What follows belongs to an exercise in optimizing a design on an open flow for small area and a short achievable clock period; a production flow would make more cautious choices. RTL that was checked went through simulation tests only; none was proved equivalent to the original.

==> v10: inputs <==
// cubic_fixed
module cubic_fixed #(
    parameter int WID     = 16,    
    parameter int FBITS   = 8      
)(
    input  logic                        clk,
    input  logic                        rst,
    input  logic signed [WID-1:0]       x,
    input  logic signed [WID-1:0]       a0,
    input  logic signed [WID-1:0]       a1,
    input  logic signed [WID-1:0]       a2,
    output logic signed [WID-1:0]       y
);
clock: 15.0 ns
lec_check: 0
abc_area: 1
cap_margin: 20
core_margin: 2
core_utilization: 40
slew_margin: 20
synth_hierarchical: 1
standard.sh (not shown) runs the stock make flow with config.mk's settings and CLKGATE_MAP_FILE= SYNTH_SCRIPT=/design/flow/synth_recipe.tcl, a recipe that flattens the netlist after the stock synthesis.
==> flow/flow/run.sh <==
#!/bin/bash
# Standard ORFS layout (the standard.sh) with two changes:
#  - port buffers use buf_1 instead of the default delay-buffer cell;
#  - timing repair (after floorplan, CTS and global routing) aims for
#    8.5 ns of setup slack at the 15 ns clock, so the resizer sizes the
#    critical paths.  The SDC (clock period, I/O delays, load) is unchanged.
# Each ORFS step writes its own log under orfs/logs/; make's output goes to
# standard.log.
set -euo pipefail
export BUFFER_PORTS_ARGS="-buffer_cell sky130_fd_sc_hd__buf_1"
export SETUP_SLACK_MARGIN=8.5
bash standard.sh > standard.log 2>&1
==> v26: changes against v10 <==
--- a/flow/design.v
+++ b/flow/design.v
@@ -141,13 +141,13 @@
     assign xneg_hi[0] = x[9]  & ~(x[8]  & x[7]);
     assign xneg_hi[1] = x[11] & ~(x[10] & x[9]);
     assign xneg_hi[2] = x[13] & ~(x[12] & x[11]);
     assign xneg_hi[3] = x[15] & ~(x[14] & x[13]);
     logic signed [16:0] a0n_s0;
     always_ff @(posedge clk)
-        a0n_s0 <= a0 + $signed({1'b0, xneg_hi[3], 1'b0, xneg_hi[2], 1'b0, xneg_hi[1], 1'b0, xneg_hi[0]});
+        a0n_s0 <= {a0[15], a0} + {10'd0, xneg_hi[3], 1'b0, xneg_hi[2], 1'b0, xneg_hi[1], 1'b0, xneg_hi[0]};
     logic [14:0] x2;
     logic [14:0] q_s0;
     logic [12:0] qn_s0;
     logic        x2sat_s0;
     always_ff @(posedge clk) begin
         q_s0     <= sq_in[22:8];
==> flow/flow/run.sh (replaced) <==
#!/bin/bash
# Standard ORFS layout (the standard.sh) with two changes:
#  - port buffers use buf_1 instead of the default delay-buffer cell;
#  - timing repair (after floorplan, CTS and global routing) aims for
#    9 ns of setup slack at the 15 ns clock, so the resizer sizes the
#    critical paths.  The SDC (clock period, I/O delays, load) is unchanged.
# Each ORFS step writes its own log under orfs/logs/; make's output goes to
# standard.log.
set -euo pipefail
export BUFFER_PORTS_ARGS="-buffer_cell sky130_fd_sc_hd__buf_1"
export SETUP_SLACK_MARGIN=9
bash standard.sh > standard.log 2>&1
==> impl_metrics.json <==
{
  "status": "no timing/DRC/antenna violations",
  "regArea_mm2": 0.00259,
  "clock_area_share_pct": 2.29,
  "maxSlewHeadroom_pct": 52.8,
  "vias_per_cell": 5.41
}
The numbers above come from v10.

==> impl_metrics.json <==
{
  "status": "no timing/DRC/antenna violations",
  "die-area_mm2": 0.0621,
  "maxSlewHeadroom_pct": 47.8,
  "yosysSeqAreaShare_pct": 10.7,
  "vias_per_cell": 5.49,
  "clock_area_share_pct": 2.06,
  "period_minus_slack_ps": 5860,
  "dr.pass1.iters": 5
}
The numbers above come from v26.

No functional check of the RTL was part of any run of this note.

---

==> job 1092 <==
cubic_fixed, a different RTL version from the one above (not shown whole).
// cubic_fixed
module cubic_fixed #(
    parameter int WID     = 16,    
    parameter int FBITS   = 8      
)(
    input  logic                        clk,
    input  logic                        rst,
    input  logic signed [WID-1:0]       x,
    input  logic signed [WID-1:0]       a0,
    input  logic signed [WID-1:0]       a1,
    input  logic signed [WID-1:0]       a2,
    output logic signed [WID-1:0]       y
);
clock: 15.0 ns
lec_check: 0
abc_area: 1
cap_margin: 20
core_margin: 2
core_utilization: 40
cts_buf_list: sky130_fd_sc_hd__clkbuf_8
cts_cluster_size: 30
slew_margin: 20
synth_hierarchical: 1
==> flow/flow/run.sh <==
#!/bin/bash
# Standard ORFS layout (the standard.sh) with two changes:
#  - port buffers use buf_1 instead of the default delay-buffer cell;
#  - timing repair (after floorplan, CTS and global routing) aims for
#    9 ns of setup slack at the 15 ns clock, so the resizer sizes the
#    critical paths.  The SDC (clock period, I/O delays, load) is unchanged.
# Each ORFS step writes its own log under orfs/logs/; make's output goes to
# standard.log.
set -euo pipefail
export BUFFER_PORTS_ARGS="-buffer_cell sky130_fd_sc_hd__buf_1"
export SETUP_SLACK_MARGIN=9
bash standard.sh > standard.log 2>&1
==> job 2877: changes against job 1092 <==
- CTS_BUF_LIST: sky130_fd_sc_hd__clkbuf_8 -> not set
- CTS_CLUSTER_SIZE: 30 -> not set
- PLACE_DENSITY: not set -> 0.45
==> job 2993: changes against job 1092 <==
--- a/flow/flow/run.sh
+++ b/flow/flow/run.sh
@@ -4,3 +4,3 @@
 #  - timing repair (after floorplan, CTS and global routing) aims for
-#    9 ns of setup slack at the 15 ns clock, so the resizer sizes the
+#    8.5 ns of setup slack at the 15 ns clock, so the resizer sizes the
 #    critical paths.  The SDC (clock period, I/O delays, load) is unchanged.
@@ -10,3 +10,3 @@
 export BUFFER_PORTS_ARGS="-buffer_cell sky130_fd_sc_hd__buf_1"
-export SETUP_SLACK_MARGIN=9
+export SETUP_SLACK_MARGIN=8.5
 bash standard.sh > standard.log 2>&1
- CTS_BUF_LIST: sky130_fd_sc_hd__clkbuf_8 -> not set
- CTS_CLUSTER_SIZE: 30 -> not set
==> job 7649: changes against job 1092 <==
- CTS_BUF_LIST: sky130_fd_sc_hd__clkbuf_8 -> not set
- CTS_CLUSTER_SIZE: 30 -> not set
- GPL_TIMING_DRIVEN: not set -> 0
==> summary.txt <==
outcome complete, no violations; first-pass GRT wire length 129000 um; Place WS 7.88 ns; Finished Layout Cells 4006; GRT Util Overall 26.2%; slowest library cell on the worst path fa_1; gp weighted congestion 0.863; multi-input gate share of total cell area 74.4%; vias in the first global route 22600
[end of results for job 2877]
==> summary.txt <==
GRT Util Overall 23.0%; vias in the first global route 21200; NonClk Buf Share 2.55%; multi-input gate share of total cell area 75.9%; first-pass GRT wire length 116000 um; Place WS 7.74 ns; slowest library cell on the worst path buf_1; Finished Layout Cells 3950; outcome complete, no violations; Hold Crit Start rst_s0; gp weighted congestion 0.897
[end of results for job 2993]
==> summary.txt <==
outcome complete, no violations; vias in the first global route 21600; Finished Layout Cells 3991; gp weighted congestion 0.916; first-pass GRT wire length 116000 um; via count 21800; clock latency on the worst-skew pair 0.54 ns; Place WS 8.01 ns; skew final 0.0274 ns; GRT Util Overall 23.0%; slowest library cell on the worst path fa_1
[end of results for job 1092]
==> summary.txt <==
outcome complete, no violations; first-pass GRT wire length 122000 um; slowest library cell on the worst path fa_1; Place WS 8.05 ns; Finished Layout Cells 4089; GRT Util Overall 24.5%; crit path DAT 6.28 ns
[end of results for job 7649]

separate check: timing with driven ports:
The flow's constraints put no driver on any port. The routed layouts listed below were extracted and timed again, unchanged, in two steps. Step 1 sets driving cells, clkbuf_16 on the clock port and buf_2 on the other inputs (assumed; they add their load-dependent delay and slew). Step 2 times the ports against the registers' clock, not the clock port: input delays grow and output delays shrink by t, the midpoint of the rising clock arrivals with the driver on. a / b / c = no drivers / after step 1 / after step 2; a / b = the first two.
run	t, ns	slack for setup (ns)	worst hold slack (ns)	worst setup path after step 2	latest minus earliest clock arrival (ns)
v10	0.533	8.761 / 8.794 / 8.261	0.426 / 0.426 / 0.426	input to register	0.025 / 0.026
v26	0.530	9.141 / 9.147 / 8.637	0.419 / 0.419 / 0.419	input to register	0.017 / 0.017
job 1092	0.587	9.153 / 9.173 / 8.604	0.420 / 0.420 / 0.420	input to register	0.028 / 0.027
job 2877	0.532	9.123 / 9.138 / 8.605	0.410 / 0.410 / 0.410	input to register	0.025 / 0.025
job 2993	0.540	8.768 / 8.800 / 8.261	0.413 / 0.413 / 0.413	input to register	0.022 / 0.021
job 7649	0.549	9.095 / 9.136 / 8.587	0.427 / 0.427 / 0.427	input to register	0.038 / 0.038
After both steps every run listed still meets setup and hold. The setup slack of job 1092, which loses most, moves by +0.020 ns with the drivers and by -0.549 ns with both steps.
